From an optimization exercise on the open Yosys and OpenROAD flow, aimed at small area; shortcuts taken in it are not production practice. At most, simulation tests tie the RTL to the original design; equivalence was not proved. Power is estimated from default activity; no workload was simulated.

==> flow/design.v <==
`timescale 1ns / 1ps
module axi_timer_averager_functional (
    input  logic        CLK            ,
    input  logic        RESET          ,
    input  logic        START_TIMER    ,
    input  logic        STOP_TIMER     ,
    input  logic        AVG_MSMT_ENABLE,
    input  logic [ 4:0] AVG_MSMT_LIMIT ,
    output logic [31:0] MSMT_VALUE     ,
    output logic        MSMT_VALID     ,
    output logic [63:0] AVG_RAW        ,
    output logic [ 4:0] AVG_SHIFT      ,
    output logic        AVG_READY      ,
    output logic [31:0] MSMT_COUNT     ,
    input  logic [ 3:0] LOAD_EN        ,
    input  logic [31:0] LOAD_DATA      ,
    input  logic [ 3:0] LOAD_STRB
);
    function automatic logic [31:0] merge_bytes(input logic [31:0] old_value, input logic [31:0] new_value, input logic [3:0] strb);
        for (int b = 0; b < 4; b++)
            merge_bytes[b*8 +: 8] = strb[b] ? new_value[b*8 +: 8] : old_value[b*8 +: 8];
    endfunction
    function automatic logic [31:0] inc32(input logic [31:0] a);
        logic c;
        c = 1'b1;
        for (int i = 0; i < 32; i++) begin
            inc32[i] = a[i] ^ c;
            c = c & a[i];
        end
    endfunction
    function automatic logic [63:0] add64_32(input logic [63:0] a, input logic [31:0] b);
        logic c;
        c = 1'b0;
        for (int i = 0; i < 32; i++) begin
            add64_32[i] = a[i] ^ b[i] ^ c;
            c = (a[i] & b[i]) | (c & (a[i] ^ b[i]));
        end
        for (int i = 32; i < 64; i++) begin
            add64_32[i] = a[i] ^ c;
            c = c & a[i];
        end
    endfunction
    logic        d_start_timer;
    logic        start_event  ;
    logic        stop_event   ;
    logic        current_state;
    logic [31:0] measurement_value;
    logic [31:0] avg_msmt_count;
    logic [31:0] avg_msmt_count_inc;
    logic        d_avg_msmt_enable;
    logic        avg_msmt_event;
    logic        limit_zero;
    logic [ 4:0] limit_exp;
    logic        limit_hit;
    logic [63:0] avg_msmt_value;
    assign MSMT_VALUE         = measurement_value;
    assign avg_msmt_count_inc = inc32(avg_msmt_count);
    assign MSMT_COUNT         = avg_msmt_count_inc;
    assign limit_hit          = limit_zero ? (avg_msmt_count == 32'd0)
                                           : (avg_msmt_count == (32'd1 << limit_exp));
    always_ff @(posedge CLK) begin
        if (RESET) begin
            d_start_timer <= 1'b0;
            start_event   <= 1'b0;
            stop_event    <= 1'b0;
        end else begin
            d_start_timer <= START_TIMER;
            start_event   <= START_TIMER & ~d_start_timer;
            stop_event    <= STOP_TIMER;
        end
    end
    always_ff @(posedge CLK) begin
        if (RESET)
            current_state <= 1'b0;
        else if (current_state)
            current_state <= ~stop_event;
        else
            current_state <= start_event;
    end
    always_ff @(posedge CLK) begin
        if (RESET)
            MSMT_VALID <= 1'b0;
        else
            MSMT_VALID <= current_state & stop_event;
    end
    always_ff @(posedge CLK) begin
        if (LOAD_EN[3])
            measurement_value <= merge_bytes(measurement_value, LOAD_DATA, LOAD_STRB);
        else if (current_state)
            measurement_value <= inc32(measurement_value);
        else
            measurement_value <= '0;
    end
    always_ff @(posedge CLK) begin
        if (LOAD_EN[2])
            avg_msmt_count <= merge_bytes(avg_msmt_count, LOAD_DATA, LOAD_STRB);
        else if (limit_hit | ~AVG_MSMT_ENABLE)
            avg_msmt_count <= '0;
        else if (MSMT_VALID)
            avg_msmt_count <= avg_msmt_count_inc;
    end
    always_ff @(posedge CLK) begin
        if (RESET) begin
            d_avg_msmt_enable <= 1'b0;
            avg_msmt_event    <= 1'b0;
        end else begin
            d_avg_msmt_enable <= AVG_MSMT_ENABLE;
            avg_msmt_event    <= AVG_MSMT_ENABLE & ~d_avg_msmt_enable;
        end
    end
    always_ff @(posedge CLK) begin
        if (RESET)
            limit_zero <= 1'b1;
        else if (avg_msmt_event)
            limit_zero <= 1'b0;
    end
    always_ff @(posedge CLK) begin
        if (avg_msmt_event)
            limit_exp <= AVG_MSMT_LIMIT;
    end
    always_ff @(posedge CLK) begin
        if (LOAD_EN[0])
            avg_msmt_value[31:0] <= merge_bytes(avg_msmt_value[31:0], LOAD_DATA, LOAD_STRB);
        else if (LOAD_EN[1])
            avg_msmt_value[63:32] <= merge_bytes(avg_msmt_value[63:32], LOAD_DATA, LOAD_STRB);
        else if (limit_hit | ~AVG_MSMT_ENABLE)
            avg_msmt_value <= '0;
        else if (MSMT_VALID)
            avg_msmt_value <= add64_32(avg_msmt_value, measurement_value);
    end
    always_ff @(posedge CLK) begin
        if (limit_hit) begin
            AVG_RAW   <= avg_msmt_value;
            AVG_SHIFT <= AVG_MSMT_LIMIT;
        end
    end
    always_ff @(posedge CLK) begin
        if (RESET)
            AVG_READY <= 1'b0;
        else
            AVG_READY <= 1'b1;
    end
endmodule
`timescale 1 ns / 1 ps
module axi_timer_averager #(
    parameter integer DEFAULT_SAMPLES_SERIE = 2,
    parameter integer S_AXI_LITE_DATA_WIDTH = 32  ,
    parameter integer S_AXI_LITE_ADDR_WIDTH = 32
) (
    input  logic                                 CLK               ,
    input  logic                                 RESETN            ,
    input  logic [    S_AXI_LITE_ADDR_WIDTH-1:0] S_AXI_LITE_AWADDR ,
    input  logic [                          2:0] S_AXI_LITE_AWPROT ,
    input  logic                                 S_AXI_LITE_AWVALID,
    output logic                                 S_AXI_LITE_AWREADY,
    input  logic [    S_AXI_LITE_DATA_WIDTH-1:0] S_AXI_LITE_WDATA  ,
    input  logic [(S_AXI_LITE_DATA_WIDTH/8)-1:0] S_AXI_LITE_WSTRB  ,
    input  logic                                 S_AXI_LITE_WVALID ,
    output logic                                 S_AXI_LITE_WREADY ,
    output logic [                          1:0] S_AXI_LITE_BRESP  ,
    output logic                                 S_AXI_LITE_BVALID ,
    input  logic                                 S_AXI_LITE_BREADY ,
    input  logic [    S_AXI_LITE_ADDR_WIDTH-1:0] S_AXI_LITE_ARADDR ,
    input  logic [                          2:0] S_AXI_LITE_ARPROT ,
    input  logic                                 S_AXI_LITE_ARVALID,
    output logic                                 S_AXI_LITE_ARREADY,
    output logic [    S_AXI_LITE_DATA_WIDTH-1:0] S_AXI_LITE_RDATA  ,
    output logic [                          1:0] S_AXI_LITE_RRESP  ,
    output logic                                 S_AXI_LITE_RVALID ,
    input  logic                                 S_AXI_LITE_RREADY ,
    output logic [                         31:0] MSMT_VALUE        ,
    output logic                                 MSMT_VALID        ,
    input  logic                                 INTR
);
    logic        axi_awready;    
    logic        aw_en      ;
    logic [ 2:0] wr_sel     ;    
    logic        axi_bvalid ;
    logic        axi_arready;
    logic        axi_rvalid ;
    logic [31:0] axi_rdata  ;
    logic        aw_start   ;
    logic        ar_start   ;
    logic        slv_reg_wren;
    logic        start_timer    ;
    logic        stop_timer     ;
    logic        stop_timer_d   ;
    logic        avg_msmt_enable;
    logic        avg_msmt_enable_d;
    logic [ 4:0] avg_msmt_limit ;
    logic [ 4:0] avg_msmt_limit_d;
    logic [ 3:0] load_en        ;
    logic [63:0] avg_raw   ;
    logic [ 4:0] avg_shift ;
    logic        avg_ready ;
    logic [31:0] msmt_count;
    logic [31:0] avg_word  ;
    assign S_AXI_LITE_AWREADY = axi_awready;
    assign S_AXI_LITE_WREADY  = axi_awready;
    assign S_AXI_LITE_BRESP   = 2'b00;
    assign S_AXI_LITE_BVALID  = axi_bvalid;
    assign S_AXI_LITE_ARREADY = axi_arready;
    assign S_AXI_LITE_RDATA   = axi_rdata;
    assign S_AXI_LITE_RRESP   = 2'b00;
    assign aw_start     = ~axi_awready & S_AXI_LITE_AWVALID & S_AXI_LITE_WVALID & aw_en;
    assign slv_reg_wren = axi_awready & S_AXI_LITE_WVALID & S_AXI_LITE_AWVALID;
    always_ff @(posedge CLK) begin
        if (~RESETN)
            axi_awready <= 1'b0;
        else
            axi_awready <= aw_start;
    end
    always_ff @(posedge CLK) begin
        if (~RESETN)
            aw_en <= 1'b1;
        else if (aw_start)
            aw_en <= 1'b0;
        else if (S_AXI_LITE_BREADY & axi_bvalid)
            aw_en <= 1'b1;
    end
    always_ff @(posedge CLK) begin
        if (aw_start)
            wr_sel <= (S_AXI_LITE_AWADDR[7:2] < 6'd6) ? S_AXI_LITE_AWADDR[4:2] : 3'd7;
    end
    always_ff @(posedge CLK) begin
        if (~RESETN)
            axi_bvalid <= 1'b0;
        else if (slv_reg_wren & ~axi_bvalid)
            axi_bvalid <= 1'b1;
        else if (S_AXI_LITE_BREADY & axi_bvalid)
            axi_bvalid <= 1'b0;
    end
    assign stop_timer_d = slv_reg_wren & (wr_sel == 3'd0) & S_AXI_LITE_WSTRB[0] & S_AXI_LITE_WDATA[0];
    always_comb begin
        avg_msmt_enable_d = avg_msmt_enable;
        avg_msmt_limit_d  = avg_msmt_limit;
        if (slv_reg_wren & (wr_sel == 3'd1)) begin
            if (S_AXI_LITE_WSTRB[0]) avg_msmt_enable_d = S_AXI_LITE_WDATA[0];
            if (S_AXI_LITE_WSTRB[1]) avg_msmt_limit_d  = S_AXI_LITE_WDATA[12:8];
        end
    end
    always_ff @(posedge CLK) begin
        if (~RESETN) begin
            stop_timer      <= 1'b0;
            avg_msmt_enable <= 1'b0;
            avg_msmt_limit  <= 5'(DEFAULT_SAMPLES_SERIE);
            start_timer     <= 1'b0;
        end else begin
            stop_timer      <= stop_timer_d;
            avg_msmt_enable <= avg_msmt_enable_d;
            avg_msmt_limit  <= avg_msmt_limit_d;
            start_timer     <= INTR;
        end
    end
    assign load_en[0] = slv_reg_wren & (wr_sel == 3'd2);
    assign load_en[1] = slv_reg_wren & (wr_sel == 3'd3);
    assign load_en[2] = slv_reg_wren & (wr_sel == 3'd4);
    assign load_en[3] = slv_reg_wren & (wr_sel == 3'd5);
    assign ar_start = ~axi_arready & S_AXI_LITE_ARVALID;
    always_ff @(posedge CLK) begin
        if (~RESETN)
            axi_arready <= 1'b0;
        else
            axi_arready <= ar_start;
    end
    always_ff @(posedge CLK) begin
        if (~RESETN)
            axi_rvalid <= 1'b0;
        else if (axi_arready & S_AXI_LITE_ARVALID & ~axi_rvalid)
            axi_rvalid <= 1'b1;
        else if (axi_rvalid & S_AXI_LITE_RREADY)
            axi_rvalid <= 1'b0;
    end
    always_ff @(posedge CLK) begin
        if (~RESETN)
            S_AXI_LITE_RVALID <= 1'b0;
        else
            S_AXI_LITE_RVALID <= axi_rvalid;
    end
    assign avg_word = avg_ready ? 32'({avg_raw} >> {S_AXI_LITE_ARADDR[2], avg_shift}) : 32'd0;
    always_ff @(posedge CLK) begin
        if (ar_start) begin
            case (S_AXI_LITE_ARADDR[7:2])
                6'd0    : axi_rdata <= {31'b0, stop_timer_d};
                6'd1    : axi_rdata <= {19'b0, avg_msmt_limit_d, 7'b0, avg_msmt_enable_d};
                6'd2    : axi_rdata <= avg_word;
                6'd3    : axi_rdata <= avg_word;
                6'd4    : axi_rdata <= msmt_count;
                default : axi_rdata <= '0;
            endcase
        end
    end
    axi_timer_averager_functional axi_timer_averager_functional_inst (
        .CLK            (CLK               ),
        .RESET          (~RESETN           ),
        .START_TIMER    (start_timer       ),
        .STOP_TIMER     (stop_timer        ),
        .AVG_MSMT_ENABLE(avg_msmt_enable   ),
        .AVG_MSMT_LIMIT (avg_msmt_limit    ),
        .MSMT_VALUE     (MSMT_VALUE        ),
        .MSMT_VALID     (MSMT_VALID        ),
        .AVG_RAW        (avg_raw           ),
        .AVG_SHIFT      (avg_shift         ),
        .AVG_READY      (avg_ready         ),
        .MSMT_COUNT     (msmt_count        ),
        .LOAD_EN        (load_en           ),
        .LOAD_DATA      (S_AXI_LITE_WDATA  ),
        .LOAD_STRB      (S_AXI_LITE_WSTRB  )
    );
endmodule
make LEC_CHECK=0 CAP_MARGIN=20 CELL_PAD_IN_SITES_DETAIL_PLACEMENT=1 CELL_PAD_IN_SITES_GLOBAL_PLACEMENT=2 CORE_MARGIN=2 CORE_UTILIZATION=35 GPL_ROUTABILITY_DRIVEN=1 SLEW_MARGIN=20 finish   # period 8.0 ns
run.sh (not shown) runs the stock make flow with config.mk's settings and CLKGATE_MAP_FILE= SYNTH_SCRIPT=/design/flow/synth_recipe.tcl, a recipe that flattens the netlist after the stock synthesis.
The baseline finished with setup timing left.
Then changed:
--- a/flow/design.v
+++ b/flow/design.v
@@ -26,21 +26,33 @@
         for (int i = 0; i < 32; i++) begin
             inc32[i] = a[i] ^ c;
             c = c & a[i];
         end
     endfunction
     function automatic logic [63:0] add64_32(input logic [63:0] a, input logic [31:0] b);
-        logic c;
-        c = 1'b0;
-        for (int i = 0; i < 32; i++) begin
-            add64_32[i] = a[i] ^ b[i] ^ c;
-            c = (a[i] & b[i]) | (c & (a[i] ^ b[i]));
+        logic [31:0] s0;
+        logic [ 4:0] cb;
+        logic        c, q;
+        cb[0] = 1'b0;
+        for (int k = 0; k < 4; k++) begin
+            c = 1'b0;
+            for (int i = 8*k; i < 8*k + 8; i++) begin
+                s0[i] = a[i] ^ b[i] ^ c;
+                c = (a[i] & b[i]) | (c & (a[i] ^ b[i]));
+            end
+            q = cb[k];
+            for (int i = 8*k; i < 8*k + 8; i++) begin
+                add64_32[i] = s0[i] ^ q;
+                q = q & s0[i];
+            end
+            cb[k+1] = c | q;
         end
+        q = 1'b1;
         for (int i = 32; i < 64; i++) begin
-            add64_32[i] = a[i] ^ c;
-            c = c & a[i];
+            add64_32[i] = a[i] ^ (cb[4] & q);
+            q = q & a[i];
         end
     endfunction
     logic        d_start_timer;
     logic        start_event  ;
     logic        stop_event   ;
     logic        current_state;
With this change the flow completed without violations.
Fmax came out higher by 100%.
Clock skew came out higher by 0.0057 ns.
Final cell count came out higher by 4.0%.
Clock power came out higher by about 10%.
Final area came out higher by 2.7%.
Global-route usage stays flat.
First-iteration DRC count came out higher by 21%.
Function was not checked in any run of this note: the RTL went through the layout flow alone.

the baseline:
axi_timer_averager, a different RTL version from the one above (not shown whole).
For scale: ~1500 cells after synthesis, ~260 flip-flops, ~190 I/O pins, roughly 16000 um2 of cells after synthesis.
Settings: LEC_CHECK=0, CAP_MARGIN=20, CELL_PAD_IN_SITES_DETAIL_PLACEMENT=1, CELL_PAD_IN_SITES_GLOBAL_PLACEMENT=2, CORE_MARGIN=2, CORE_UTILIZATION=35, GPL_ROUTABILITY_DRIVEN=1, SLEW_MARGIN=20; clock period 8.0 ns.
--- input diff the baseline..the candidate ---
--- a/flow/design.v
+++ b/flow/design.v
@@ -16,41 +16,24 @@
     input  logic [31:0] LOAD_DATA      ,
     input  logic [ 3:0] LOAD_STRB
 );
     function automatic logic [31:0] merge_bytes(input logic [31:0] old_value, input logic [31:0] new_value, input logic [3:0] strb);
         for (int b = 0; b < 4; b++)
             merge_bytes[b*8 +: 8] = strb[b] ? new_value[b*8 +: 8] : old_value[b*8 +: 8];
     endfunction
-    function automatic logic [31:0] inc32(input logic [31:0] a, input logic c);
+    function automatic logic [31:0] inc32(input logic [31:0] a, input logic cin);
+        logic c;
+        c = cin;
         for (int i = 0; i < 32; i++) begin
             inc32[i] = a[i] ^ c;
             c = c & a[i];
         end
     endfunction
     function automatic logic [32:0] add32(input logic [31:0] a, input logic [31:0] b);
-        logic [31:0] s0;
-        logic [ 4:0] cb;
-        logic        c, q, p;
-        cb[0] = 1'b0;
-        for (int k = 0; k < 4; k++) begin
-            c = 1'b0;
-            p = 1'b1;
-            for (int i = 8*k; i < 8*k + 8; i++) begin
-                s0[i] = a[i] ^ b[i] ^ c;
-                c = (a[i] & b[i]) | (c & (a[i] ^ b[i]));
-                p = p & s0[i];
-            end
-            q = cb[k];
-            for (int i = 8*k; i < 8*k + 8; i++) begin
-                add32[i] = s0[i] ^ q;
-                q = q & s0[i];
-            end
-            cb[k+1] = c | (cb[k] & p);
-        end
-        add32[32] = cb[4];
+        add32 = {1'b0, a} + {1'b0, b};
     endfunction
     logic        d_start_timer;
     logic        start_event  ;
     logic        stop_event   ;
     logic        current_state;
     logic [31:0] measurement_value;
     logic [31:0] avg_msmt_count;
@@ -65,16 +48,28 @@
     logic [31:0] acc_hi;
     logic        acc_carry;
     logic [31:0] acc_hi_sum;
     logic [32:0] acc_lo_sum;
     assign MSMT_VALUE         = measurement_value;
     assign avg_msmt_count_inc = inc32(avg_msmt_count, 1'b1);
     assign MSMT_COUNT         = avg_msmt_count_inc;
-    assign limit_hit          = limit_zero ? (avg_msmt_count == 32'd0)
-                                           : (avg_msmt_count == (32'd1 << limit_exp));
+    logic [3:0] byte_nz;
+    logic [3:0] byte_sel;
+    logic [7:0] bit_sel;
+    logic [7:0] sel_byte;
+    always_comb begin
+        for (int g = 0; g < 4; g++) begin
+            byte_nz[g]  = |avg_msmt_count[8*g +: 8];
+            byte_sel[g] = ~limit_zero & (limit_exp[4:3] == 2'(g));
+        end
+        for (int k = 0; k < 8; k++)
+            bit_sel[k] = ~limit_zero & (limit_exp[2:0] == 3'(k));
+    end
+    assign sel_byte  = avg_msmt_count[8*limit_exp[4:3] +: 8];
+    assign limit_hit = ~|(byte_nz & ~byte_sel) & (sel_byte == bit_sel);
     assign avg_clear          = limit_hit | ~AVG_MSMT_ENABLE;
     always_ff @(posedge CLK) begin
         if (RESET) begin
             d_start_timer <= 1'b0;
             start_event   <= 1'b0;
             stop_event    <= 1'b0;
         end else begin
@@ -125,15 +120,17 @@
     always_ff @(posedge CLK) begin
         if (RESET)
             limit_zero <= 1'b1;
         else if (avg_msmt_event)
             limit_zero <= 1'b0;
     end
     always_ff @(posedge CLK) begin
-        if (avg_msmt_event)
+        if (RESET)
+            limit_exp <= '0;
+        else if (avg_msmt_event)
             limit_exp <= AVG_MSMT_LIMIT;
     end
     assign acc_hi_sum = inc32(acc_hi, acc_carry);
     assign acc_lo_sum = add32(acc_lo, measurement_value);
     always_ff @(posedge CLK) begin
         if (LOAD_EN[0])
             acc_lo <= merge_bytes(acc_lo, LOAD_DATA, LOAD_STRB);
@@ -300,15 +297,21 @@
     end
     always_ff @(posedge CLK) begin
         if (~RESETN)
             S_AXI_LITE_RVALID <= 1'b0;
         else
             S_AXI_LITE_RVALID <= axi_rvalid;
     end
-    assign avg_word = avg_ready ? 32'({avg_raw} >> {S_AXI_LITE_ARADDR[2], avg_shift}) : 32'd0;
+    logic [62:0] avg_sh32;
+    logic [46:0] avg_sh16;
+    logic [34:0] avg_sh4;
+    assign avg_sh32 = S_AXI_LITE_ARADDR[2] ? {31'b0, avg_raw[63:32]} : avg_raw[62:0];
+    assign avg_sh16 = avg_shift[4] ? avg_sh32[62:16] : avg_sh32[46:0];
+    assign avg_sh4  = 35'(avg_sh16 >> {avg_shift[3:2], 2'b0});
+    assign avg_word = avg_ready ? 32'(avg_sh4 >> avg_shift[1:0]) : 32'd0;
     always_ff @(posedge CLK) begin
         if (ar_start) begin
             case (S_AXI_LITE_ARADDR[7:2])
                 6'd0    : axi_rdata <= {31'b0, stop_timer_d};
                 6'd1    : axi_rdata <= {19'b0, avg_msmt_limit_d, 7'b0, avg_msmt_enable_d};
                 6'd2    : axi_rdata <= avg_word;
                 6'd3    : axi_rdata <= avg_word;
## What came out
The baseline completed every stage of the flow, and the final layout passed the timing, DRC and antenna checks.
The candidate finished every step from synthesis to the final layout, and the layout passed the timing, DRC and antenna checks.
Maximum single-stage delay on the critical path: lower on the baseline
The candidate reports its capturing instance or port of the critical path as axi_rdata[31]$_DFFE_PP_ while the baseline reports axi_timer_averager_functional_inst.acc_hi[31]$_DFF_P_.
Max proportion of power drawn by combinational gates across the candidate and the baseline: the baseline
Re width of the die: the candidate and the baseline aren't equal, and the higher value belongs to the candidate.
The candidate vs. the baseline: cell area after placement went up by 2.2%.
Highest layer used for signal routing = met5: the candidate; highest layer used for signal routing = met4: the baseline
Taking the baseline as the reference, in the candidate total power draw now sits lower; post-synthesis adder-cell area fraction went up 1.7 points; routed wire length down about 2%; share of cell area taken by flip-flops and latches went down; worst-case setup margin in the final layout rose by 0.0053 ns.
Only the layout flow was run in the baseline; the RTL was not checked for function there.

[static timing again, ports no longer ideal]
The results above use ideal ports. As a check the final layouts listed here were re-extracted and re-timed, cells and wires unchanged.
Step 1 (the two cells are an assumption about what drives the block):
set clk [get_ports {CLK}]
set_driving_cell -lib_cell sky130_fd_sc_hd__clkbuf_16 $clk
set_driving_cell -lib_cell sky130_fd_sc_hd__buf_2 [delete_from_list [all_inputs] $clk]
Step 2 adds t to the input delays and takes it off the output delays; t is the mean of the earliest and latest rising clock arrival at the registers after step 1. Input paths then give back, and output paths get back, about the clock's delay inside the block.
Slacks: ideal ports / drivers / drivers and shift; pairs: ideal ports / drivers.
run | t (ns) | setup WS [ns] | worst setup path at the end | cell pins on the clock port's net
the first run of note 1 | 0.653 | -7.839 / -7.839 / -7.839 | register to register | 1
the second run of note 1 | 0.613 | 0.168 / 0.168 / 0.168 | register to register | 1
the baseline | 0.603 | 0.959 / 0.959 / 0.959 | register to register | 1
the candidate | 0.588 | 0.965 / 0.965 / 0.965 | register to register | 1
